Source: an optimization exercise on an open RTL-to-GDS flow (aim: a short achievable clock period and few clock cycles). Production flows keep margins and buffers that such runs may drop.
RTL that was checked went through simulation tests only; none was proved equivalent to the original.
The RTL of run 4 was laid out without a check of its function.

### flow/constraint.sdc
create_clock -name core_clock -period 52.0 [get_ports {CLK}]
set_input_delay 10.4000 -clock core_clock [delete_from_list [all_inputs] [get_ports {CLK}]]
set_output_delay 10.4000 -clock core_clock [all_outputs]
set_load 0.01 [all_outputs]
### flow/flow/run.sh
#!/bin/bash
# The standard layout (the standard.sh, unchanged), with two ORFS settings
# passed through the environment:
#  - port buffers use a stronger buffer than the default choice.
export SETUP_SLACK_MARGIN=40.5
export BUFFER_PORTS_ARGS="-buffer_cell sky130_fd_sc_hd__buf_4"
bash standard.sh > standard.log 2>&1
### flow/config.mk
export PLATFORM = sky130hd
export DESIGN_NAME = tiny16
export DESIGN_NICKNAME = tiny16
export VERILOG_FILES = /design/flow/design.v
export SDC_FILE = /design/flow/constraint.sdc
export NUM_CORES = 4
export LEC_CHECK = 0
export CAP_MARGIN = 20
export CORE_MARGIN = 2
export CORE_UTILIZATION = 40
export SLEW_MARGIN = 20
### flow/standard.sh
#!/bin/bash
# synth_recipe.tcl (not shown) runs the flow's synth.tcl, then flattens the netlist and writes it again
# the make line also repeats each setting of config.mk as NAME=value (left out here)
make -C /OpenROAD-flow-scripts/flow DESIGN_CONFIG=/design/flow/config.mk WORK_HOME=/design/flow/orfs CLKGATE_MAP_FILE= SYNTH_SCRIPT=/design/flow/synth_recipe.tcl "${@:-finish}"
### flow/design.v
module tiny16 (
    input  CLK,
    input  RST,
    input  [7:0] IN,
    output [7:0] OUT,
    output OUT_EN,
    output USBPU,
    output HALTED,
    output [15:0] MEM_ADDR,
    output MEM_WE,
    output [15:0] MEM_WDATA,
    input  [15:0] MEM_RDATA
);
  assign USBPU = 1'b0;
  localparam DN = 3;             
  reg [15:0] maddr;              
  reg        mwe;
  reg [15:0] mwdata;
  reg [15:0] fpc;                
  reg        fv;                 
  reg        arr_v;              
  reg [15:0] q0, q1;             
  reg        q0v, q1v;
  reg [15:0] ir;                 
  reg        ir_v;
  reg [15:0] pce;                
  reg [1:0]  ph;                 
  reg [2:0]  dcnt;               
  reg [15:0] ldr;                
  reg        jl;                 
  reg [3:0]  flags;              
  reg        halt;
  reg [7:0]  out_r;
  reg        out_en;
  reg [7:0]  in_r;
  reg [15:0] gpr [2:15];
  reg [15:0] dq, dr, db;         
  reg [17:0] d3;                 
  assign MEM_ADDR  = maddr;
  assign MEM_WE    = mwe;
  assign MEM_WDATA = mwdata;
  assign OUT       = out_r;
  assign OUT_EN    = out_en;
  assign HALTED    = halt;
  wire [3:0] op = ir[15:12];
  wire [3:0] fn = ir[11:8];
  wire [3:0] rd = ir[7:4];
  wire [3:0] rs = ir[3:0];
  wire is_alu   = (op[3:2] == 2'b01);
  wire alu_imm  = fn[1];
  wire alu_mem  = !fn[1] && fn[0];
  wire [3:0] aop_i = {op[1:0], fn[3:2]};
  wire is_div   = is_alu && (aop_i == 4'd5 || aop_i == 4'd6);
  wire is_ldm   = (op == 4'd3 && fn == 4'd2);
  wire is_stm   = (op == 4'd3 && fn == 4'd3);
  wire is_push  = (op == 4'd10 && fn == 4'd0);
  wire is_pop   = (op == 4'd10 && fn == 4'd1);
  wire is_ld    = is_ldm || is_pop || (is_alu && alu_mem);
  wire is_st    = is_stm || is_push;
  wire is_in    = (op == 4'd0 && fn == 4'd1);
  wire is_out   = (op == 4'd0 && fn == 4'd2);
  wire is_hlt   = (op == 4'd0 && fn == 4'd15);
  wire is_lli   = (op == 4'd1);
  wire is_lui   = (op == 4'd2);
  wire is_mov0  = (op == 4'd3 && fn == 4'd0);
  wire is_mov1  = (op == 4'd3 && fn == 4'd1);
  wire is_jalr  = (op == 4'd8);
  wire is_br    = (op == 4'd9);
  wire [15:0] rpc = pce + 16'd1;            
  wire [15:0] rv [0:15];
  assign rv[0] = 16'h0000;
  assign rv[1] = rpc;
  genvar gi;
  generate for (gi = 2; gi < 16; gi = gi + 1) begin : rvg
    assign rv[gi] = gpr[gi];
  end endgenerate
  wire alu_step = !jl && is_alu && (alu_mem ? (ph == 2'd3) : (ph == 2'd0));
  wire [3:0] rb_sel = (is_alu && alu_mem && ph == 2'd3) ? 4'd15 : rs;
  wire [15:0] ra_v = rv[rd];
  wire [15:0] rb_v = rv[rb_sel];
  wire [15:0] sp   = gpr[2];
  wire [15:0] a_op = (is_alu && alu_imm && rd == 4'd15) ? {12'b0, rs} : ra_v;
  wire [15:0] b_op = (is_alu && alu_imm) ? {12'b0, rs} : rb_v;
  wire [3:0]  aop  = is_alu ? aop_i : 4'd1;
  reg [3:0] fq;
  reg [4:0] fr, ft;
  integer k;
  always @(*) begin
    fr = 5'd0;
    for (k = 0; k < 4; k = k + 1) begin
      ft = {fr[3:0], a_op[15 - k]};
      if ({11'b0, ft} >= b_op) begin
        fr = ft - b_op[4:0];
        fq[3 - k] = 1'b1;
      end else begin
        fr = ft;
        fq[3 - k] = 1'b0;
      end
    end
  end
  wire [17:0] d3_n = {2'b0, b_op} + {1'b0, b_op, 1'b0};
  reg [15:0] nq, nr;
  reg [17:0] t;
  reg [18:0] s1, s2, s3;
  always @(*) begin
    nq = dq;
    nr = dr;
    for (k = 0; k < 2; k = k + 1) begin
      t = {nr, nq[15:14]};
      nq = {nq[13:0], 2'b00};
      s1 = {1'b0, t} - {3'b0, db};
      s2 = {1'b0, t} - {2'b0, db, 1'b0};
      s3 = {1'b0, t} - {1'b0, d3};
      if (!s3[18]) begin nr = s3[15:0]; nq[1:0] = 2'd3; end
      else if (!s2[18]) begin nr = s2[15:0]; nq[1:0] = 2'd2; end
      else if (!s1[18]) begin nr = s1[15:0]; nq[1:0] = 2'd1; end
      else nr = t[15:0];
    end
  end
  wire [16:0] A = {1'b0, a_op};
  wire [16:0] B = {1'b0, b_op};
  reg  [16:0] res;
  always @(*) begin
    case (aop)
      4'd0:  res = A + B;
      4'd1:  res = A - B;
      4'd2:  res = A + B + {16'b0, flags[2]};
      4'd3:  res = A - B - ~{16'b0, flags[2]};
      4'd4:  res = A * B;
      4'd5:  res = {1'b0, nq};
      4'd6:  res = {1'b0, nr};
      4'd7:  res = 17'h0;
      4'd8:  res = A & B;
      4'd9:  res = A | B;
      4'd10: res = A ^ B;
      4'd11: res = ~B;
      4'd12, 4'd14: res = (b_op >= 16'd17) ? 17'h0 : (A << b_op[4:0]);
      default:      res = (b_op >= 16'd17) ? 17'h0 : (A >> b_op[4:0]);
    endcase
  end
  wire [3:0] nflags = {(a_op[15] == b_op[15]) && (res[15] != a_op[15]),
                       res[16], res[15], res[15:0] == 16'h0};
  wire [16:0] bres = {1'b0, ra_v} - {1'b0, rb_v};
  wire [3:0] bflags = {(ra_v[15] == rb_v[15]) && (bres[15] != ra_v[15]),
                       bres[16], bres[15], bres[15:0] == 16'h0};
  reg br_take;
  always @(*) begin
    case (fn)
      4'd0: br_take = bflags[0];
      4'd1: br_take = !bflags[0];
      4'd2: br_take = bflags[1];
      4'd3: br_take = !bflags[1];
      4'd4: br_take = bflags[2];
      4'd5: br_take = !bflags[2];
      4'd6: br_take = bflags[3];
      4'd7: br_take = !bflags[3];
      default: br_take = 1'b0;
    endcase
  end
  wire run = ir_v && !halt;
  wire div_fin = (dcnt == DN);
  wire alu_done = alu_step && (!is_div || div_fin);
  wire [15:0] sp_m1 = sp - 16'd1;
  wire [15:0] sp_p1 = sp + 16'd1;
  wire [15:0] st_addr = is_push ? sp_m1 : rb_v;
  wire [15:0] st_data = (is_push && rd == 4'd2) ? sp_m1 : ra_v;
  wire [15:0] ld_addr = is_pop ? sp : rb_v;
  wire [15:0] smc_d = st_addr - rpc;
  wire smc = (smc_d[15:2] == 14'd0);       
  wire ld_post = (is_alu && alu_mem) || (is_pop && rd == 4'd2);
  reg        done;
  reg        we_lo, we_hi;
  reg [3:0]  wa;
  reg [15:0] wd;
  reg        w15;                
  reg        fl_we;
  reg        redir_x;            
  reg [15:0] tx;
  reg        dacc, dwe;
  reg [15:0] dadr, ddat;
  reg        ld_arr;             
  reg        set_jl;             
  always @(*) begin
    done = 1'b0;
    we_lo = 1'b0; we_hi = 1'b0; wa = rd; wd = res[15:0];
    w15 = 1'b0; fl_we = 1'b0;
    redir_x = 1'b0; tx = rpc;
    dacc = 1'b0; dwe = 1'b0; dadr = ld_addr; ddat = st_data;
    ld_arr = 1'b0;
    set_jl = 1'b0;
    if (run && jl) begin
      done = 1'b1; redir_x = 1'b1; tx = ldr;
    end else if (run) begin
      if (is_ld) begin
        case (ph)
          2'd0: begin
            dacc = 1'b1;
            if (is_pop) begin we_lo = 1'b1; we_hi = 1'b1; wa = 4'd2; wd = sp_p1; end
          end
          2'd1: ;
          2'd2: begin
            ld_arr = 1'b1;
            set_jl = (is_ldm || is_pop) && rd == 4'd1;
            done = !ld_post && !set_jl;
            if (!set_jl) begin
              we_lo = 1'b1; we_hi = 1'b1;
              wa = alu_mem && is_alu ? 4'd15 : rd;
            end
          end
          default: begin
            if (is_alu) begin
              done = alu_done && rd != 4'd1;
              set_jl = alu_done && rd == 4'd1;
              fl_we = alu_done;
              we_lo = done; we_hi = done;
            end else begin
              done = 1'b1; we_lo = 1'b1; we_hi = 1'b1; wa = 4'd2; wd = sp_p1;
            end
          end
        endcase
      end else if (is_st) begin
        if (ph == 2'd0) begin
          dacc = 1'b1; dwe = 1'b1; dadr = st_addr;
          done = !smc;
          if (is_push) begin we_lo = 1'b1; we_hi = 1'b1; wa = 4'd2; wd = sp_m1; end
        end else begin
          done = 1'b1; redir_x = 1'b1; tx = rpc;
        end
      end else if (is_alu) begin
        done = alu_done && rd != 4'd1;
        set_jl = alu_done && rd == 4'd1;
        fl_we = alu_done;
        we_lo = done; we_hi = done;
        w15 = alu_imm;
      end else begin
        done = 1'b1;
        if (is_in) begin
          we_lo = 1'b1; we_hi = 1'b1; wd = in_r[7] ? {9'b0, in_r[6:0]} : 16'h0;
        end else if (is_lli || is_lui) begin
          we_lo = is_lli; we_hi = is_lui; wa = fn; wd = {ir[7:0], ir[7:0]};
        end else if (is_mov0) begin
          we_lo = 1'b1; we_hi = 1'b1; wd = rb_v;
        end else if (is_mov1) begin
          we_lo = 1'b1; we_hi = 1'b1; wa = rs; wd = ra_v;
        end else if (is_jalr) begin
          we_lo = 1'b1; we_hi = 1'b1; wd = rpc;
          redir_x = 1'b1;
          tx = (rs == rd && rd != 4'd0) ? rpc : rb_v;
        end else if (is_br) begin
          fl_we = 1'b1;
          redir_x = br_take;
          tx = gpr[3];
        end
      end
    end
  end
  wire wr_pc = (we_lo || we_hi) && wa == 4'd1 && !redir_x;
  wire [15:0] tpc = {we_hi ? wd[15:8] : rpc[15:8], we_lo ? wd[7:0] : rpc[7:0]};
  wire redirect = done && (redir_x || wr_pc);
  wire [15:0] target = redir_x ? tx : tpc;
  wire take = done || !ir_v;
  reg [15:0] ir_a, q0_a;
  reg ir_v_n, q0v_n, q1v_n;
  reg ir_ld, q0_ld, q1_ld;        
  reg ir_en, q0_en;               
  always @(*) begin
    ir_a = q0; q0_a = q1;
    ir_v_n = ir_v; q0v_n = q0v; q1v_n = q1v;
    ir_ld = 1'b0; q0_ld = 1'b0; q1_ld = 1'b0;
    ir_en = 1'b0; q0_en = 1'b0;
    if (redirect || halt) begin
      ir_v_n = 1'b0; q0v_n = 1'b0; q1v_n = 1'b0;
    end else if (take) begin
      if (q0v) begin
        ir_en = 1'b1; ir_v_n = 1'b1;
        if (q1v) begin
          q0_en = 1'b1; q0v_n = 1'b1;
          q1_ld = 1'b1; q1v_n = arr_v;
        end else begin
          q0_ld = 1'b1; q0v_n = arr_v;
          q1v_n = 1'b0;
        end
      end else begin
        ir_ld = 1'b1; ir_v_n = arr_v;
      end
    end else if (arr_v) begin
      if (!q0v) begin q0_ld = 1'b1; q0v_n = 1'b1; end
      else      begin q1_ld = 1'b1; q1v_n = 1'b1; end
    end
  end
  wire [15:0] wdf = ld_arr ? MEM_RDATA : wd;
  wire [1:0] qn = {1'b0, q0v_n} + {1'b0, q1v_n} + {1'b0, fv};
  wire can_issue = (qn <= 2'd1);
  integer i;
  always @(posedge CLK or posedge RST) begin
    if (RST) begin
      maddr <= 16'h0000; mwe <= 1'b0; fpc <= 16'h0000; fv <= 1'b1;
      arr_v <= 1'b0; q0v <= 1'b0; q1v <= 1'b0; ir_v <= 1'b0;
      pce <= 16'h0000; ph <= 2'd0; dcnt <= 3'd0; jl <= 1'b0;
      flags <= 4'h0; halt <= 1'b0; out_r <= 8'h55; out_en <= 1'b0;
      for (i = 2; i < 16; i = i + 1) gpr[i] <= (i == 2) ? 16'h0100 : 16'h0000;
    end else begin
      mwe <= 1'b0;
      arr_v <= fv && !redirect && !halt;
      if (halt || (run && is_hlt)) begin
        fv <= 1'b0;
      end else if (redirect) begin
        maddr <= target; fpc <= target; fv <= 1'b1;
      end else if (dacc) begin
        maddr <= dadr; mwe <= dwe; fv <= 1'b0;
      end else if (can_issue) begin
        maddr <= fpc + 16'd1; fpc <= fpc + 16'd1; fv <= 1'b1;
      end else begin
        fv <= 1'b0;
      end
      ir_v <= ir_v_n; q0v <= q0v_n; q1v <= q1v_n;
      if (run) begin
        jl <= set_jl;
        if (done) begin
          pce <= redirect ? target : pce + 16'd1;
          ph <= 2'd0;
        end else if (!(alu_step && is_div)) begin
          ph <= ph + 2'd1;
        end
        if (alu_step && is_div) dcnt <= div_fin ? 3'd0 : dcnt + 3'd1;
        if (fl_we) flags <= is_br ? bflags : nflags;
        if (is_hlt && !jl) halt <= 1'b1;
        if (w15) gpr[15] <= {12'b0, rs};
        for (i = 2; i < 16; i = i + 1) begin
          if (wa == i && we_lo) gpr[i][7:0] <= wdf[7:0];
          if (wa == i && we_hi) gpr[i][15:8] <= wdf[15:8];
        end
      end
      out_en <= run && is_out;
      if (run && is_out) out_r <= ra_v[7:0];
    end
  end
  always @(posedge CLK) begin
    if (ir_ld) ir <= MEM_RDATA; else if (ir_en) ir <= ir_a;
    if (q0_ld) q0 <= MEM_RDATA; else if (q0_en) q0 <= q0_a;
    if (q1_ld) q1 <= MEM_RDATA;
    in_r <= IN;
    if (dacc && dwe) mwdata <= ddat;
    if (ld_arr) ldr <= MEM_RDATA;
    else if (set_jl) ldr <= res[15:0];
    if (alu_step && is_div) begin
      if (dcnt == 3'd0) begin
        dq <= {a_op[11:0], fq}; dr <= {12'h0, fr[3:0]}; db <= b_op; d3 <= d3_n;
      end else begin
        dq <= nq; dr <= nr;
      end
    end
  end
endmodule
==> results of run 1 <==
-- metrics by stage --
stage               setup slack [ps]  hold WS [ps]  area, um2
floorplan                      37690           467      47500
global placement               39350           492      49700
detailed placement             39290           496      49700
CTS                            40220           509      52000
global route                   40210           539      52200
finish                         40240           509      52200
-- worst min-delay path by stage --
stage               slack, ps  depth (start not counted)          end
finish                    510                          2    gpr[5][0]
global route              540                          2   gpr[5][13]
CTS                       510                          2  gpr[13][13]
detailed placement        500                          2  gpr[13][13]
global placement          490                          2   gpr[5][13]
floorplan                 470                          2   gpr[11][0]
-- layer usage --
metal  vias up  routed length [um]  share of wire (%)  track usage (%)
met1     23556               89400                 38             46.2
met3       844               23700                 10             9.19
li1      20543                   -                  -                -
met2      3107              101000                 43             57.7
met5         -                  56              0.024                0
met4         8               22200                9.4             28.0
-- placed cells by master, fill, tap and decap left out, drive strengths merged, types with 29 or more instances in the layout --
| cell type | netlist | layout |
|---|---|---|
| nand3b | 40 | 40 |
| a221oi | 46 | 46 |
| nand3 | 137 | 137 |
| or2 | 35 | 35 |
| xnor2 | 133 | 133 |
| o211ai | 88 | 88 |
| edfxtp | 145 | 145 |
| a31oi | 77 | 77 |
| nor4 | 41 | 41 |
| nand2b | 61 | 61 |
| nor2b | 81 | 81 |
| inv | 345 | 345 |
| nor3 | 123 | 123 |
| a21o | 65 | 65 |
| a211oi | 70 | 70 |
| nand4 | 41 | 41 |
| o221ai | 29 | 29 |
| or3 | 44 | 44 |
| xor2 | 77 | 77 |
| buf | 163 | 273 |
| o22ai | 66 | 66 |
| o31ai | 58 | 58 |
| and3 | 65 | 65 |
| clkbuf | 163 | 62 |
| ha | 297 | 297 |
| a21oi | 341 | 341 |
| dfrtp | 289 | 289 |
| a22oi | 48 | 48 |
| fa | 107 | 107 |
| mux2 | 259 | 259 |
| o21a | 56 | 56 |
| mux2i | 133 | 133 |
| o21ai | 326 | 326 |
| and2 | 45 | 45 |
| nand2 | 481 | 481 |
| nor2 | 462 | 462 |
-- cell type report --
cell class                      count  area share (%)
Antenna cell                        5          0.0240
Clock buffer                       62            2.72
Clock inverter                     41            1.07
Inverter                          349            2.55
Multi-Input combinational cell   4421            62.8
Sequential cell                   448            22.8
Tap cell                         1536            3.68
Timing Repair Buffer              274            4.36
Timing Repair inverter              1          0.0144
-- logic make-up after synthesis --
logic type / after synthesis
AOI/OAI and AO/OA: 1655
xor gates and xnor gates: 211
adders and majority gates: 404
buffers and inverters: 675
DFF: 448
muxes: 398
other: 1
and+or+nand+nor: 1752
-- worst min-delay path, cell delays in order (launching register included) --
cell,delay [ps]
dfrtp_1,370
nand2_1,50
o21ai_0,60
-- synthesized netlist by cell type, drive strengths merged (123+ instances only) --
| cell type | instances |
|---|---|
| nor3 | 123 |
| inv | 345 |
| ha | 297 |
| dfrtp | 289 |
| clkbuf | 163 |
| buf | 163 |
| mux2i | 133 |
| xnor2 | 133 |
| a21oi | 341 |
| mux2 | 259 |
| nand2 | 481 |
| nand3 | 137 |
| edfxtp | 145 |
| nor2 | 462 |
| o21ai | 326 |
-- timing repair --
| item | 4_1_cts | 5_1_grt |
|---|---|---|
| setup endpoints to repair | 269 | 284 |
| buffers inserted | 11 | 10 |
| resized for setup | 37 | 24 |
| hold buffers | 0 | 0 |
| gates cloned | 2 | 0 |
==> results.toml, run 1 <==
[synth]
synthAdderAreaFrac_pct = 12.3
synth_cell_types = 152
syn-cell-area_mm2 = 0.0475
ys_seq_area_share_pct = 25.1
synth_mux_area_share_pct = 9.36
synth-edff-count = 145
synth_top_family_by_area = "compound AO/OA/AOI/OAI gates"
synthesis.area_per_instance_um2 = 8.57
ys_async_sr_fraction_pct = 65.8
synthSimpleGateAreaFrac_pct = 18.5
synth_top_area_cell = "dfrtp_1"
synth-seq-cells = 448
yosys.area.top_type_share_pct = 15.2
synth_xor_area_share_pct = 3.93
synth-compound-area-share_pct = 24.4
ys_warn_count = 2
synth.top_cells.by_area = "dfrtp_1 (15%), edfxtp_1 (9.2%), ha_1 (7.8%)"
ys.flop_type = "dfrtp_1"
synthCells = 5544

[cells_and_area]
seq_area_mm2 = 0.0119
num-nets-final = 5980
largest_register_ff_count = 224
top_regs = "gpr (224), d3 (17)"
n_fill_cell = 11797
drive_gt1_share_pct = 15.0
max_flop_register = "gpr"
syn2layout_area_growth_pct = 9.90
stdcell_count = 7137
final_core_util_pct = 44.3
multi_input_area_mm2 = 0.0328

[clock_tree]
clockRootBuffer = "clkbuf_16"
clkSlewWorstSetupHoldPaths_ps = 60
cts-buffers-inserted = 55
cts_tree = "yes"
h-tree-depth = 2
clk_latency_ps = 720
cts_buffer_depth = 3
cts.sinks = 448

[sta]
fmax_mhz = 85.0
finalClockSkew_ps = 71.0
relSlewSlack_pct = 16.8
slew_viol_final = 0
period_needed_ps = 11760
worst_pin_slew_ps = 1250
setup_viol = 0
rsz0062_at_grt = "true"
hold_viol_final = 0
tns_ps = 0
fin_crit_sh_pct = 22.6

[worst_hold_path]
min_from = "gpr[5][0]"
worstHoldPathType = "reg2reg"

[floorplanning]
num_rows = 126
design.core.area_mm2 = 0.118
fp.dieH_um = 349
io_pins = 70
die_area_mm2 = 0.122
start_util_pct = 40.3
die_w_um = 349

[routing]
routedWlPerCell_um = 33.1
drc = 0
dr.pass1.iters = 6
drt-total-wl_um = 236000
ant_nets = 0
vias_per_cell = 6.73
vias = 48058
drt_iter0_drc = 6065

[worst_setup_path]
start_kind = "flop"
path_class = "reg2out"
crit_end = "OUT[0]"
cpPeakStageDelay_ps = 550
crit_chain = "buf_6"
r2r-end = "fpc[11]"
end_kind = "output pin"
reg2reg_depth = 35
path_delay_family = "flip-flops"
crit_required_ps = 41600
arrival_ps = 1360
crit_path_start = "out_r[0]"
crit_buf_inv = 1
path_depth = 1
path_max_fanout = 2
r2r-start = "ir[3]"
reg2reg_slack_ps = 40510
crit_path_top_delay_cell = "dfstp_2"

[global_route]
grt_max_degree = 81
grt_util_all_layers_pct = 37.8
grt_pass1_wl_um = 334000
grt_antenna_before_repair = 11
grt_pass1_vias = 45772
overflow = 0

[placed_design]
port_buffers = 68
gp_congestion = 1.08
post-dp-hpwl_um = 180000
dpl.cell_count = 7005

[job]
maxCapViolations = 0

[outcome]
status = "finished clean"
Testbench counts, summed over its fixed seeds: cycles 40,999.
==> run 2: changes to the inputs <==
==> flow/run.sh (new file) <==
#!/bin/bash
# synth_recipe.tcl (not shown) runs the flow's synth.tcl, then flattens the netlist and writes it again
# the make line also repeats each setting of config.mk as NAME=value (left out here)
make -C /OpenROAD-flow-scripts/flow DESIGN_CONFIG=/design/flow/config.mk WORK_HOME=/design/flow/orfs CLKGATE_MAP_FILE= SYNTH_SCRIPT=/design/flow/synth_recipe.tcl finish
removed: flow/flow/run.sh
removed: flow/standard.sh
==> results.toml, run 2 <==
[outcome]
status = "finished clean"

[sta]
period_needed_ps = 12360
relSlewSlack_pct = 14.5
hold_viol_final = 0
finalClockSkew_ps = 41.9
worst_pin_slew_ps = 1280
fin_crit_sh_pct = 23.8
slew_viol_final = 0
tns_ps = 0
fmax_mhz = 80.9
setup_viol = 0
rsz0062_at_grt = "false"

[synth]
synth_top_area_cell = "dfrtp_1"
ys_seq_area_share_pct = 25.1
synth.top_cells.by_area = "dfrtp_1 (15%), edfxtp_1 (9.2%), ha_1 (7.8%)"
ys_warn_count = 2
yosys.area.top_type_share_pct = 15.2
synthCells = 5544
synthSimpleGateAreaFrac_pct = 18.5
synth_mux_area_share_pct = 9.36
synth-compound-area-share_pct = 24.4
synth-edff-count = 145
synth_most_common_cell = "nand2_1"
synthAdderAreaFrac_pct = 12.3
synth_commonest_cells = "nand2_1 (476), nor2_1 (459), a21oi_1 (331)"
synth_top_family_by_area = "compound AO/OA/AOI/OAI gates"
synth_xor_area_share_pct = 3.93
synth_cell_types = 152
synthesis.area_per_instance_um2 = 8.57
synth-seq-cells = 448
ys.flop_type = "dfrtp_1"
ys_async_sr_fraction_pct = 65.8
syn-cell-area_mm2 = 0.0475

[cells_and_area]
finalInstanceArea_mm2 = 0.0522
final_cell_mix = "nand2_1 (475), nor2_1 (456), inv_1 (329)"
largest_register_ff_count = 224
final_common_cell = "nand2_1"
top_regs = "gpr (224), d3 (17)"
num-nets-final = 5974
max_flop_register = "gpr"
syn2layout_area_growth_pct = 9.83
drive_gt1_share_pct = 13.6

[floorplanning]
die_w_um = 349
design.core.area_mm2 = 0.118
start_util_pct = 40.3
die_area_mm2 = 0.122
fp.dieH_um = 349
io_pins = 70
num_rows = 126

[placed_design]
placed_cell_area_mm2 = 0.0500
port_buffers = 68
post-dp-hpwl_um = 185000
gp_congestion = 1.07

[worst_setup_path]
path_class = "reg2out"
cpPeakStageDelay_ps = 650
crit_required_ps = 41600
crit_chain = "clkdlybuf4s50_1"
end_kind = "output pin"
start_kind = "flop"
reg2reg_slack_ps = 39930
crit_path_top_delay_cell = "dfrtp_1"
path_delay_family = "flip-flops"
crit_buf_inv = 1
path_max_fanout = 12
arrival_ps = 1960

[clock_tree]
clkSlewWorstSetupHoldPaths_ps = 60
postCtsSetupBuffers = 0
cts_buffer_depth = 3
cts-buffers-inserted = 55
clk_latency_ps = 700
clockRootBuffer = "clkbuf_16"
cts_resized = 0
cts_tree = "yes"
h-tree-depth = 2
ctsHoldBuffers = 0
cts.sinks = 448

[routing]
vias = 48043
dr.pass1.iters = 6
drt_iter0_drc = 6130
drc = 0
ant_nets = 0
vias_per_cell = 6.74
drt-total-wl_um = 244000
routedWlPerCell_um = 34.3

[worst_hold_path]
worstHoldPathType = "reg2reg"

[global_route]
overflow = 0
grt_max_degree = 176
grt_pass1_wl_um = 343000
grt_antenna_before_repair = 9
grt_util_all_layers_pct = 39.1
grt_pass1_vias = 45689

[job]
maxCapViolations = 0
## run 2: cell counts after synthesis
Identical to the previous run, type by type.
## run 2: cells by family (layout without fill, tap and decap cells)
family / Yosys count / count (layout)
muxes: 398 / 398
adders and majority gates: 404 / 404
AOI/OAI and AO/OA: 1655 / 1655
buffers and inverters: 675 / 721
DFF: 448 / 448
and+or+nand+nor: 1752 / 1752
xor gates and xnor gates: 211 / 211
other: 1 / 6
## run 2: layout make-up
type	instances	area, um2
clock buffer	71	1540
clock inverter	32	527
inverter	349	1330
tap	1536	1920
sequential	448	11900
timing repair buffer	269	2220
fill	11783	65700
multi-input combinational	4421	32700
antenna	5	12.5
## run 2: stage by stage
step,util [%],hold slack (ps),setup slack (ps),std cells
finish,44.3,510,39640,7131
global route,44.2,531,39590,7129
CTS,44.2,516,39600,7125
detailed placement,42.4,502,39360,7022
global placement,42.4,496,39380,7022
floorplan,-,467,33460,5544
## run 2: worst paths after layout
path,startpoint,to,cells after the start
setup / recovery,halt,HALTED,1
hold / removal,maddr[0],maddr[0],1
setup reg to reg,ir[4],maddr[15],31
hold reg to reg,maddr[0],maddr[0],1
max in group asynchronous,RST,gpr[11][4],4
min in group asynchronous,RST,fpc[0],2
## run 2: layer usage
metal	part of all wire (%)	vias to the layer above	routed length [um]	GRT usage, %
met5	0.0098	-	24	0
met4	9.9	4	24200	31.7
met3	10	883	24700	8.97
met2	43	3110	104000	59.1
met1	37	23487	91500	47.7
li1	-	20559	-	-
==> run 3: changes to the inputs <==
--- a/flow/design.v
+++ b/flow/design.v
@@ -13,5 +13,5 @@
 );
   assign USBPU = 1'b0;
-  localparam DN = 3;             
+  localparam DN = 2;             
   reg [15:0] maddr;              
   reg        mwe;
@@ -20,6 +20,7 @@
   reg        fv;                 
   reg        arr_v;              
-  reg [15:0] q0, q1;             
-  reg        q0v, q1v;
+  localparam QD = 4;             
+  reg [15:0] q [0:QD-1];         
+  reg [2:0]  qc;                 
   reg [15:0] ir;                 
   reg        ir_v;
@@ -106,5 +107,5 @@
     nq = dq;
     nr = dr;
-    for (k = 0; k < 2; k = k + 1) begin
+    for (k = 0; k < 3; k = k + 1) begin
       t = {nr, nq[15:14]};
       nq = {nq[13:0], 2'b00};
@@ -167,5 +168,5 @@
   wire [15:0] ld_addr = is_pop ? sp : rb_v;
   wire [15:0] smc_d = st_addr - rpc;
-  wire smc = (smc_d[15:2] == 14'd0);       
+  wire smc = (smc_d[15:3] == 13'd0);       
   wire ld_post = (is_alu && alu_mem) || (is_pop && rd == 4'd2);
   reg        done;
@@ -260,41 +261,40 @@
   wire [15:0] target = redir_x ? tx : tpc;
   wire take = done || !ir_v;
-  reg [15:0] ir_a, q0_a;
-  reg ir_v_n, q0v_n, q1v_n;
-  reg ir_ld, q0_ld, q1_ld;        
-  reg ir_en, q0_en;               
+  reg [2:0] qc_n;                
+  reg ir_v_n;
+  reg ir_ld, ir_en;              
+  reg [QD-1:0] q_ld, q_sh;       
+  integer j;
   always @(*) begin
-    ir_a = q0; q0_a = q1;
-    ir_v_n = ir_v; q0v_n = q0v; q1v_n = q1v;
-    ir_ld = 1'b0; q0_ld = 1'b0; q1_ld = 1'b0;
-    ir_en = 1'b0; q0_en = 1'b0;
+    ir_v_n = ir_v; qc_n = qc;
+    ir_ld = 1'b0; ir_en = 1'b0;
+    q_ld = {QD{1'b0}}; q_sh = {QD{1'b0}};
     if (redirect || halt) begin
-      ir_v_n = 1'b0; q0v_n = 1'b0; q1v_n = 1'b0;
+      ir_v_n = 1'b0; qc_n = 3'd0;
     end else if (take) begin
-      if (q0v) begin
+      if (qc != 3'd0) begin
         ir_en = 1'b1; ir_v_n = 1'b1;
-        if (q1v) begin
-          q0_en = 1'b1; q0v_n = 1'b1;
-          q1_ld = 1'b1; q1v_n = arr_v;
-        end else begin
-          q0_ld = 1'b1; q0v_n = arr_v;
-          q1v_n = 1'b0;
+        qc_n = qc - 3'd1 + {2'b0, arr_v};
+        for (j = 0; j < QD - 1; j = j + 1) begin
+          q_sh[j] = (j + 1 < qc);
+          q_ld[j] = (j + 1 == qc);
         end
+        q_ld[QD-1] = (qc == QD);
       end else begin
         ir_ld = 1'b1; ir_v_n = arr_v;
       end
-    end else if (arr_v) begin
-      if (!q0v) begin q0_ld = 1'b1; q0v_n = 1'b1; end
-      else      begin q1_ld = 1'b1; q1v_n = 1'b1; end
+    end else begin
+      qc_n = qc + {2'b0, arr_v};
+      for (j = 0; j < QD; j = j + 1) q_ld[j] = (j == qc);
     end
   end
   wire [15:0] wdf = ld_arr ? MEM_RDATA : wd;
-  wire [1:0] qn = {1'b0, q0v_n} + {1'b0, q1v_n} + {1'b0, fv};
-  wire can_issue = (qn <= 2'd1);
+  wire [2:0] qn = qc_n + {2'b0, fv};
+  wire can_issue = (qn <= QD - 1);
   integer i;
   always @(posedge CLK or posedge RST) begin
     if (RST) begin
       maddr <= 16'h0000; mwe <= 1'b0; fpc <= 16'h0000; fv <= 1'b1;
-      arr_v <= 1'b0; q0v <= 1'b0; q1v <= 1'b0; ir_v <= 1'b0;
+      arr_v <= 1'b0; qc <= 3'd0; ir_v <= 1'b0;
       pce <= 16'h0000; ph <= 2'd0; dcnt <= 3'd0; jl <= 1'b0;
       flags <= 4'h0; halt <= 1'b0; out_r <= 8'h55; out_en <= 1'b0;
@@ -314,5 +314,5 @@
         fv <= 1'b0;
       end
-      ir_v <= ir_v_n; q0v <= q0v_n; q1v <= q1v_n;
+      ir_v <= ir_v_n; qc <= qc_n;
       if (run) begin
         jl <= set_jl;
@@ -337,7 +337,7 @@
   end
   always @(posedge CLK) begin
-    if (ir_ld) ir <= MEM_RDATA; else if (ir_en) ir <= ir_a;
-    if (q0_ld) q0 <= MEM_RDATA; else if (q0_en) q0 <= q0_a;
-    if (q1_ld) q1 <= MEM_RDATA;
+    if (ir_ld) ir <= MEM_RDATA; else if (ir_en) ir <= q[0];
+    for (i = 0; i < QD; i = i + 1)
+      if (q_ld[i]) q[i] <= MEM_RDATA; else if (q_sh[i] && i + 1 < QD) q[i] <= q[(i + 1) % QD];
     in_r <= IN;
     if (dacc && dwe) mwdata <= ddat;
==> flow/flow/run.sh (new file) <==
#!/bin/bash
# The standard layout (the standard.sh, unchanged), with two ORFS settings
# passed through the environment:
#  - port buffers use a stronger buffer than the default choice.
export SETUP_SLACK_MARGIN=40.5
export BUFFER_PORTS_ARGS="-buffer_cell sky130_fd_sc_hd__buf_4"
bash standard.sh > standard.log 2>&1
==> flow/standard.sh (new file) <==
#!/bin/bash
# synth_recipe.tcl (not shown) runs the flow's synth.tcl, then flattens the netlist and writes it again
# the make line also repeats each setting of config.mk as NAME=value (left out here)
make -C /OpenROAD-flow-scripts/flow DESIGN_CONFIG=/design/flow/config.mk WORK_HOME=/design/flow/orfs CLKGATE_MAP_FILE= SYNTH_SCRIPT=/design/flow/synth_recipe.tcl "${@:-finish}"
removed: flow/run.sh
==> results.toml, run 3 <==
[synth]
synth_commonest_cells = "nor2_1 (562), nand2_1 (481), a21oi_1 (445)"
synth_mux_area_share_pct = 9.12
synth_most_common_cell = "nor2_1"
synth_top_area_cell = "dfrtp_1"
synth-edff-count = 177
ys.flop_type = "dfrtp_1"
ys_seq_area_share_pct = 25.3
synthCells = 6075
synth.top_cells.by_area = "dfrtp_1 (14%), edfxtp_1 (10%), ha_1 (8.6%)"
synthesis.area_per_instance_um2 = 8.39
ys_warn_count = 3
synthSimpleGateAreaFrac_pct = 18.6
syn-cell-area_mm2 = 0.0509
synth_cell_types = 120
synthAdderAreaFrac_pct = 12.9
synth-seq-cells = 481
synth-compound-area-share_pct = 24.2
ys_async_sr_fraction_pct = 61.5
synth_top_family_by_area = "compound AO/OA/AOI/OAI gates"
yosys.area.top_type_share_pct = 14.2
synth_xor_area_share_pct = 4.35

[floorplanning]
die_area_mm2 = 0.130
design.core.area_mm2 = 0.126
die_w_um = 361
fp.dieH_um = 361
start_util_pct = 40.4
num_rows = 130
io_pins = 70

[global_route]
grt_pass1_vias = 48953
use_met2_pct = 53.9
use_met1_pct = 48.3
overflow = 0
grt_antenna_before_repair = 13
grt_util_all_layers_pct = 36.8
met3_usage_pct = 8.64
grt_max_degree = 107
grt_busiest_layer = "met2"
grt_pass1_wl_um = 353000

[routing]
drt_iter0_drc = 7257
vias_per_cell = 6.71
drt-total-wl_um = 247000
routedWlPerCell_um = 31.9
drc = 0
dr.pass1.iters = 6
vias = 52067
ant_nets = 0

[worst_setup_path]
crit_path_top_delay_cell = "dfstp_2"
path_class = "reg2out"
r2r-start = "pce[0]"
start_kind = "flop"
reg2reg_depth = 31
r2r-end = "gpr[8][14]"
crit_required_ps = 41600
crit_buf_inv = 1
path_delay_family = "flip-flops"
cpPeakStageDelay_ps = 570
arrival_ps = 1380
end_kind = "output pin"
reg2reg_slack_ps = 40640
crit_chain = "buf_6"
path_max_fanout = 2

[cells_and_area]
drive_gt1_share_pct = 13.5
largest_register_ff_count = 224
final_cell_mix = "nor2_1 (557), nand2_1 (479), a21oi_1 (440)"
max_flop_register = "gpr"
num-nets-final = 6547
syn2layout_area_growth_pct = 10.5
stdcell_count = 7762
finalInstanceArea_mm2 = 0.0563
final_common_cell = "nor2_1"
top_regs = "gpr (224), q (64), d3 (18)"

[worst_hold_path]
hold_depth = 2
min_from = "gpr[10][0]"
min_to = "gpr[10][0]"
worstHoldPathType = "reg2reg"

[sta]
period_needed_ps = 11780
relSlewSlack_pct = 19.5
fmax_mhz = 84.9
finalClockSkew_ps = 106
hold_slack_ps = 502
rsz0062_at_grt = "true"
fin_crit_sh_pct = 22.6
slew_viol_final = 0
hold_viol_final = 0
tns_ps = 0
setup_viol = 0
worst_pin_slew_ps = 1210

[clock_tree]
cts_buffer_depth = 3
clockRootBuffer = "clkbuf_16"
h-tree-depth = 2
clk_latency_ps = 730
cts-buffers-inserted = 57
cts.sinks = 481
clkSlewWorstSetupHoldPaths_ps = 70
cts_tree = "yes"

[job]
maxCapViolations = 0

[placed_design]
dpl.cell_count = 7631
placed_cell_area_mm2 = 0.0536
gp_congestion = 1.05
port_buffers = 68
post-dp-hpwl_um = 187000

[outcome]
status = "finished clean"
[run 3: worst max-delay path by stage]
stage                     startpoint        end  cells past startpoint
after floorplan                  RST      arr_v                      1
final                       out_r[2]     OUT[2]                      1
after global placement           RST       halt                      4
after detailed placement       d3[0]  gpr[9][0]                     35
after global routing        out_r[2]     OUT[2]                      1
after CTS                   out_r[2]     OUT[2]                      1
[run 3: routing by layer]
layer	share of wire (%)	vias to the layer above
met5	0.034	-
met4	8.1	14
met3	11	865
met2	42	3539
met1	39	25230
li1	-	22419
[run 3: logic make-up after synthesis]
logic type	after synthesis
AO/OA/AOI/OAI	1822
AND/OR/NAND/NOR	1925
flip-flops	481
multiplexers	423
XOR/XNOR	253
buffers and inverters	711
adder cells (fa/ha/maj)	459
other	1
[run 3: final cells by class]
type                            instances  area [um2]
Antenna cell                            2        5.00
Clock buffer                           78        1590
Fill cell                           12451       69800
Clock inverter                         29         393
Tap cell                             1650        2060
Sequential cell                       481       12900
Inverter                              365        1400
Multi-Input combinational cell       4883       35600
Timing Repair Buffer                  274        2360
[run 3: timing repair]
item	CTS	global route
endpoints found under the hold margin	0	0
hold buffers	0	0
resized for setup	64	55
setup buffers	13	7
setup endpoints to repair	482	384
gates cloned	1	0
pin swaps	2	3
[run 3: through the flow]
step,setup slack [ps],utilization [%]
final,40220,44.7
after global routing,40200,44.7
after CTS,40200,44.4
after detailed placement,39040,42.5
after global placement,39410,42.5
after floorplan,37670,-
Testbench counts of run 3, summed over its fixed seeds: cycles 39,665.
==> run 4: changes to the inputs <==
--- a/flow/design.v
+++ b/flow/design.v
@@ -30,4 +30,5 @@
   reg [15:0] ldr;                
   reg        jl;                 
+  reg        jpre;               
   reg [3:0]  flags;              
   reg        halt;
@@ -195,9 +196,6 @@
       if (is_ld) begin
         case (ph)
-          2'd0: begin
-            dacc = 1'b1;
-            if (is_pop) begin we_lo = 1'b1; we_hi = 1'b1; wa = 4'd2; wd = sp_p1; end
-          end
-          2'd1: ;
+          2'd0: dacc = 1'b1;
+          2'd1: if (is_pop) begin we_lo = 1'b1; we_hi = 1'b1; wa = 4'd2; wd = sp_p1; end
           2'd2: begin
             ld_arr = 1'b1;
@@ -258,5 +256,6 @@
   wire wr_pc = (we_lo || we_hi) && wa == 4'd1 && !redir_x;
   wire [15:0] tpc = {we_hi ? wd[15:8] : rpc[15:8], we_lo ? wd[7:0] : rpc[7:0]};
-  wire redirect = done && (redir_x || wr_pc);
+  wire redirect_pc = done && (redir_x || wr_pc);
+  wire redirect = redirect_pc && !(is_jalr && jpre && !jl);
   wire [15:0] target = redir_x ? tx : tpc;
   wire take = done || !ir_v;
@@ -289,7 +288,55 @@
     end
   end
-  wire [15:0] wdf = ld_arr ? MEM_RDATA : wd;
+  wire nxt_ok = ir_v_n && (ir_ld || ir_en);
+  wire port_free = !redirect && !dacc && !halt && !(run && is_hlt);
+  wire [15:0] hazv;
+  generate for (gi = 0; gi < 16; gi = gi + 1) begin : hzg
+    assign hazv[gi] = ((we_lo || we_hi) && wa == gi) || (w15 && gi == 15) || gi == 1;
+  end endgenerate
+  wire [255:0] rvals;
+  generate for (gi = 0; gi < 16; gi = gi + 1) begin : rvb
+    assign rvals[16 * gi +: 16] = rv[gi];
+  end endgenerate
   wire [2:0] qn = qc_n + {2'b0, fv};
   wire can_issue = (qn <= QD - 1);
+  reg [15:0] maddr_e, fpc_e;
+  reg fv_e, mwe_e;
+  reg [1:0] ph_e;
+  always @(*) begin
+    maddr_e = maddr; fpc_e = fpc; fv_e = 1'b0; mwe_e = 1'b0;
+    if (halt || (run && is_hlt)) begin
+      fv_e = 1'b0;
+    end else if (redirect) begin
+      maddr_e = target; fpc_e = target; fv_e = 1'b1;
+    end else if (dacc) begin
+      maddr_e = dadr; mwe_e = dwe;
+    end else if (can_issue) begin
+      maddr_e = fpc + 16'd1; fpc_e = fpc + 16'd1; fv_e = 1'b1;
+    end
+    ph_e = ph;
+    if (run) begin
+      if (done) ph_e = 2'd0;
+      else if (!(alu_step && is_div)) ph_e = ph + 2'd1;
+    end
+  end
+  wire arr_e = fv && !redirect && !halt;
+  wire [15:0] maddr_d, fpc_d, wdf, ldr_d, ir_d;
+  wire [16*QD-1:0] q_all, q_d;
+  generate for (gi = 0; gi < QD; gi = gi + 1) begin : qb
+    assign q_all[16 * gi +: 16] = q[gi];
+  end endgenerate
+  wire fv_d, arr_d, jpre_d;
+  wire [2:0] qc_d;
+  wire [1:0] ph_d;
+  tiny16_late late (
+    .rdata(MEM_RDATA), .ir_ld(ir_ld), .ir_en(ir_en), .ir(ir), .q(q_all),
+    .q_ld(q_ld), .q_sh(q_sh), .nxt_ok(nxt_ok), .port_free(port_free),
+    .hazv(hazv), .rvals(rvals),
+    .maddr_e(maddr_e), .fpc_e(fpc_e), .fpc_q(fpc), .fv_e(fv_e), .arr_e(arr_e), .qc_e(qc_n),
+    .ph_e(ph_e), .jpre(jpre), .ld_arr(ld_arr), .wd(wd), .set_jl(set_jl),
+    .res(res[15:0]), .ldr(ldr),
+    .maddr_d(maddr_d), .fpc_d(fpc_d), .fv_d(fv_d), .arr_d(arr_d), .qc_d(qc_d),
+    .ph_d(ph_d), .jpre_d(jpre_d), .wdf(wdf), .ldr_d(ldr_d), .ir_d(ir_d), .q_d(q_d)
+  );
   integer i;
   always @(posedge CLK or posedge RST) begin
@@ -297,30 +344,17 @@
       maddr <= 16'h0000; mwe <= 1'b0; fpc <= 16'h0000; fv <= 1'b1;
       arr_v <= 1'b0; qc <= 3'd0; ir_v <= 1'b0;
-      pce <= 16'h0000; ph <= 2'd0; dcnt <= 3'd0; jl <= 1'b0;
+      pce <= 16'h0000; ph <= 2'd0; dcnt <= 3'd0; jl <= 1'b0; jpre <= 1'b0;
       flags <= 4'h0; halt <= 1'b0; out_r <= 8'h55; out_en <= 1'b0;
       for (i = 2; i < 16; i = i + 1) gpr[i] <= (i == 2) ? 16'h0100 : 16'h0000;
     end else begin
-      mwe <= 1'b0;
-      arr_v <= fv && !redirect && !halt;
-      if (halt || (run && is_hlt)) begin
-        fv <= 1'b0;
-      end else if (redirect) begin
-        maddr <= target; fpc <= target; fv <= 1'b1;
-      end else if (dacc) begin
-        maddr <= dadr; mwe <= dwe; fv <= 1'b0;
-      end else if (can_issue) begin
-        maddr <= fpc + 16'd1; fpc <= fpc + 16'd1; fv <= 1'b1;
-      end else begin
-        fv <= 1'b0;
-      end
-      ir_v <= ir_v_n; qc <= qc_n;
+      mwe <= mwe_e;
+      arr_v <= arr_d;
+      maddr <= maddr_d; fpc <= fpc_d; fv <= fv_d;
+      ir_v <= ir_v_n; qc <= qc_d;
+      jpre <= jpre_d;
+      ph <= ph_d;
       if (run) begin
         jl <= set_jl;
-        if (done) begin
-          pce <= redirect ? target : pce + 16'd1;
-          ph <= 2'd0;
-        end else if (!(alu_step && is_div)) begin
-          ph <= ph + 2'd1;
-        end
+        if (done) pce <= redirect_pc ? target : pce + 16'd1;
         if (alu_step && is_div) dcnt <= div_fin ? 3'd0 : dcnt + 3'd1;
         if (fl_we) flags <= is_br ? bflags : nflags;
@@ -337,11 +371,9 @@
   end
   always @(posedge CLK) begin
-    if (ir_ld) ir <= MEM_RDATA; else if (ir_en) ir <= q[0];
-    for (i = 0; i < QD; i = i + 1)
-      if (q_ld[i]) q[i] <= MEM_RDATA; else if (q_sh[i] && i + 1 < QD) q[i] <= q[(i + 1) % QD];
+    ir <= ir_d;
+    for (i = 0; i < QD; i = i + 1) q[i] <= q_d[16 * i +: 16];
     in_r <= IN;
     if (dacc && dwe) mwdata <= ddat;
-    if (ld_arr) ldr <= MEM_RDATA;
-    else if (set_jl) ldr <= res[15:0];
+    ldr <= ldr_d;
     if (alu_step && is_div) begin
       if (dcnt == 3'd0) begin
@@ -353,2 +385,59 @@
   end
 endmodule
+module tiny16_late (
+  input  [15:0] rdata,
+  input         ir_ld, ir_en,
+  input  [15:0] ir,
+  input  [63:0] q,
+  input  [3:0]  q_ld, q_sh,
+  input         nxt_ok, port_free,
+  input  [15:0] hazv,
+  input  [255:0] rvals,
+  input  [15:0] maddr_e, fpc_e, fpc_q,
+  input         fv_e, arr_e,
+  input  [2:0]  qc_e,
+  input  [1:0]  ph_e,
+  input         jpre,
+  input         ld_arr,
+  input  [15:0] wd,
+  input         set_jl,
+  input  [15:0] res, ldr,
+  output [15:0] maddr_d, fpc_d,
+  output        fv_d, arr_d,
+  output [2:0]  qc_d,
+  output [1:0]  ph_d,
+  output        jpre_d,
+  output [15:0] wdf, ldr_d, ir_d,
+  output [63:0] q_d
+);
+  localparam QD = 4;             
+  wire [15:0] nxt = ir_ld ? rdata : q[15:0];
+  wire [3:0] n_s = nxt[3:0];
+  wire n_pop = (nxt[15:8] == 8'hA1);
+  wire n_ldm = (nxt[15:8] == 8'h32);
+  wire n_alum = (nxt[15:14] == 2'b01) && (nxt[9:8] == 2'b01);
+  wire n_jalr = (nxt[15:12] == 4'h8) && (n_s != nxt[7:4] || nxt[7:4] == 4'd0);
+  wire h_s = hazv[n_s];
+  wire pre = nxt_ok && port_free && (n_pop ? !hazv[2] : ((n_ldm || n_alum) && !h_s));
+  wire jp = nxt_ok && port_free && n_jalr && !h_s;
+  wire [15:0] r_s = rvals[16 * n_s +: 16];
+  wire [15:0] paddr = n_pop ? rvals[47:32] : r_s;
+  assign maddr_d = pre ? paddr : jp ? r_s : maddr_e;
+  assign fpc_d = pre ? fpc_q : jp ? r_s : fpc_e;
+  assign fv_d = pre ? 1'b0 : jp ? 1'b1 : fv_e;
+  assign arr_d = arr_e && !jp;
+  assign qc_d = jp ? 3'd0 : qc_e;
+  assign ph_d = pre ? 2'd1 : ph_e;
+  assign jpre_d = nxt_ok ? jp : jpre;
+  assign wdf = ld_arr ? rdata : wd;
+  assign ldr_d = ld_arr ? rdata : set_jl ? res : ldr;
+  assign ir_d = ir_ld ? rdata : ir_en ? q[15:0] : ir;
+  genvar g;
+  generate for (g = 0; g < QD; g = g + 1) begin : qg
+    if (g + 1 < QD) begin : mid
+      assign q_d[16 * g +: 16] = q_ld[g] ? rdata : q_sh[g] ? q[16 * (g + 1) +: 16] : q[16 * g +: 16];
+    end else begin : last
+      assign q_d[16 * g +: 16] = q_ld[g] ? rdata : q[16 * g +: 16];
+    end
+  end endgenerate
+endmodule
==> flow/flow/run.sh (replaced) <==
#!/bin/bash
# The standard layout (the standard.sh, unchanged), with three ORFS
# settings passed through the environment:
#  - port buffers use a stronger buffer than the default choice;
#  - the purely combinational module tiny16_late (the logic after MEM_RDATA)
#    is mapped by ABC on its own, so that it stays shallow; synth_recipe.tcl
#    flattens it afterwards. It holds no registers.
export SETUP_SLACK_MARGIN=40.5
export BUFFER_PORTS_ARGS="-buffer_cell sky130_fd_sc_hd__buf_4"
export SYNTH_KEEP_MODULES=tiny16_late
bash standard.sh > standard.log 2>&1
==> results.toml, run 4 <==
[global_route]
grt_antenna_before_repair = 26
grt_max_degree = 75
grt_util_all_layers_pct = 41.1
grt_pass1_vias = 53783
grt_pass1_wl_um = 405000
overflow = 0

[routing]
drt-total-wl_um = 288000
dr.pass1.iters = 7
ant_nets = 0
drc = 0
routedWlPerCell_um = 33.6
drt_iter0_drc = 7510
vias = 57039
vias_per_cell = 6.66

[sta]
tns_ps = 0
rsz0062_at_grt = "true"
slew_viol_final = 0
period_needed_ps = 12350
relSlewSlack_pct = 11.9
fmax_mhz = 81.0
fin_crit_sh_pct = 23.8
setup_viol = 0
worst_pin_slew_ps = 1320
hold_viol_final = 0
finalClockSkew_ps = 54.3

[worst_setup_path]
crit_required_ps = 52580
start_kind = "input pin"
end_kind = "flop"
path_class = "in2reg"
arrival_ps = 12930
path_max_fanout = 28

[floorplanning]
design.core.area_mm2 = 0.133
io_pins = 70
die_w_um = 369
start_util_pct = 40.2
die_area_mm2 = 0.136
num_rows = 134
fp.dieH_um = 369

[synth]
ys_seq_area_share_pct = 22.4
ys_async_sr_fraction_pct = 61.6
synthCells = 6687
synth_cell_types = 107
synth_commonest_cells = "nand2_1 (721), o21ai_0 (555), nor2_1 (547)"
synth-seq-cells = 482
synth_top_area_cell = "dfrtp_1"
synth_most_common_cell = "nand2_1"
ys.flop_type = "dfrtp_1"
synth.top_cells.by_area = "dfrtp_1 (14%), ha_1 (8.2%), mux2i_1 (6.3%)"
synthesis.area_per_instance_um2 = 7.99
ys_warn_count = 3
yosys.area.top_type_share_pct = 13.6
synth-edff-count = 81
syn-cell-area_mm2 = 0.0534

[clock_tree]
cts_buffer_depth = 3
clkSlewWorstSetupHoldPaths_ps = 60
h-tree-depth = 2
cts.sinks = 482
cts_tree = "yes"
clk_latency_ps = 720
cts-buffers-inserted = 59
clockRootBuffer = "clkbuf_16"

[placed_design]
port_buffers = 68
placed_cell_area_mm2 = 0.0566
gp_congestion = 1.09
post-dp-hpwl_um = 216000
dpl.cell_count = 8370

[cells_and_area]
top_regs = "gpr (224), q (64), d3 (18)"
final_cell_mix = "nand2_1 (716), nor2_1 (532), o21ai_0 (530)"
final_core_util_pct = 45.5
final_common_cell = "nand2_1"
syn2layout_area_growth_pct = 13.2
largest_register_ff_count = 224
finalInstanceArea_mm2 = 0.0605
drive_gt1_share_pct = 14.0
num-nets-final = 7213
stdcell_count = 8559
max_flop_register = "gpr"

[worst_hold_path]
worstHoldPathType = "reg2reg"

[outcome]
status = "finished clean"

[job]
maxCapViolations = 0
## run 4: cell families after synthesis
| kind of cell | Yosys count | synth area share [%] |
|---|---|---|
| compound gates | 1975 | 24.4 |
| simple gates | 2074 | 18.2 |
| other cells | 2 | 0.0141 |
| buf+inv | 829 | 6.07 |
| fa+ha+maj | 458 | 12.3 |
| flops | 482 | 22.4 |
| mux | 589 | 12.1 |
| xor+xnor | 278 | 4.58 |
## run 4: timing repair
item | CTS | global route
endpoints found under the setup margin | 471 | 355
resized for setup | 134 | 86
buffers inserted | 37 | 14
pin swaps | 6 | 4
hold buffers | 0 | 0
gates cloned | 10 | 3
## run 4: cell type report
class | count | area [um2]
Antenna cell | 12 | 30.0
Fill cell | 13281 | 72500
Inverter | 427 | 1630
Clock inverter | 37 | 433
Timing Repair Buffer | 364 | 3400
Tap cell | 1768 | 2210
Multi-Input combinational cell | 5393 | 39100
Clock buffer | 74 | 1690
Timing Repair inverter | 2 | 12.5
Sequential cell | 482 | 12000
## run 4: Yosys stat by module, one instance, submodules excluded
module / copies in the design / flops+latches / cells
tiny16_late: 1 / 0 / 804
tiny16: 1 / 482 / 5883
## run 4: final timing paths
kind | from | end | slack [ps] | depth (start not counted)
setup / recovery | MEM_RDATA[0] | maddr[2] | 39650 | 12
hold / removal | q[3][6] | q[3][6] | 480 | 1
setup reg to reg | ir[4] | fpc[9] | 40270 | 32
hold reg to reg | q[3][6] | q[3][6] | 480 | 1
max in group asynchronous | RST | halt | 40720 | 5
min in group asynchronous | RST | gpr[12][5] | 9720 | 2
## run 4: through the flow
| stage | hold WS [ps] | setup slack, ps |
|---|---|---|
| floorplan | 453 | 37660 |
| global placement | 464 | 37760 |
| detailed placement | 474 | 37700 |
| CTS | 488 | 39680 |
| global route | 509 | 39640 |
| finish | 485 | 39650 |
## run 4: layer usage
metal	vias up	wire (um)	track usage [%]
met5	-	189	0.499
met4	16	28300	32.3
met3	1190	32800	12.7
met2	3796	119000	60.0
met1	27572	108000	50.1
li1	24465	-	-
## run 4: critical path, stage by stage
cell and delay (ps):
buf_8 100, mux2i_4 170, buf_4 220, buf_4 210, bufbuf_16 410, mux2i_1 290, mux4_2 270, nand2_1 50
o31ai_1 90, buf_4 280, o21ai_0 110, mux2_2 280

[port drivers added, routing unchanged]
In the flow no input, the clock included, has a driving cell. The finished layouts below were timed again as built, in two steps.
Step 1 assumes that a clkbuf_16 drives the clock port and a buf_2 every other input.
Step 2 moves the port delays by t, midway between the first and last clock arrival at a register: inputs arrive t later, outputs are due t later. That takes back most of the time a late clock gives input paths.
Slacks: ideal ports / drivers / drivers and shift; pairs: ideal ports / drivers.
run	t (ns)	setup slack, ns	worst hold slack (ns)	worst slew at a driven data input, ns	pins driven straight from the clock port
run 1	0.768	40.240 / 40.157 / 40.043	0.509 / 0.509 / 0.509	0.04	1
run 2	0.758	39.642 / 39.564 / 39.323	0.510 / 0.510 / 0.510	0.06	1
run 3	0.743	40.224 / 40.153 / 39.963	0.502 / 0.502 / 0.502	0.08	1
run 4	0.772	39.650 / 39.681 / 38.909	0.485 / 0.485 / 0.485	0.06	1
After both steps every run listed still meets setup and hold. The setup slack of run 4, which loses most, moves by +0.031 ns with the drivers and by -0.741 ns with both steps. The worst setup slack also covers recovery checks on asynchronous resets.
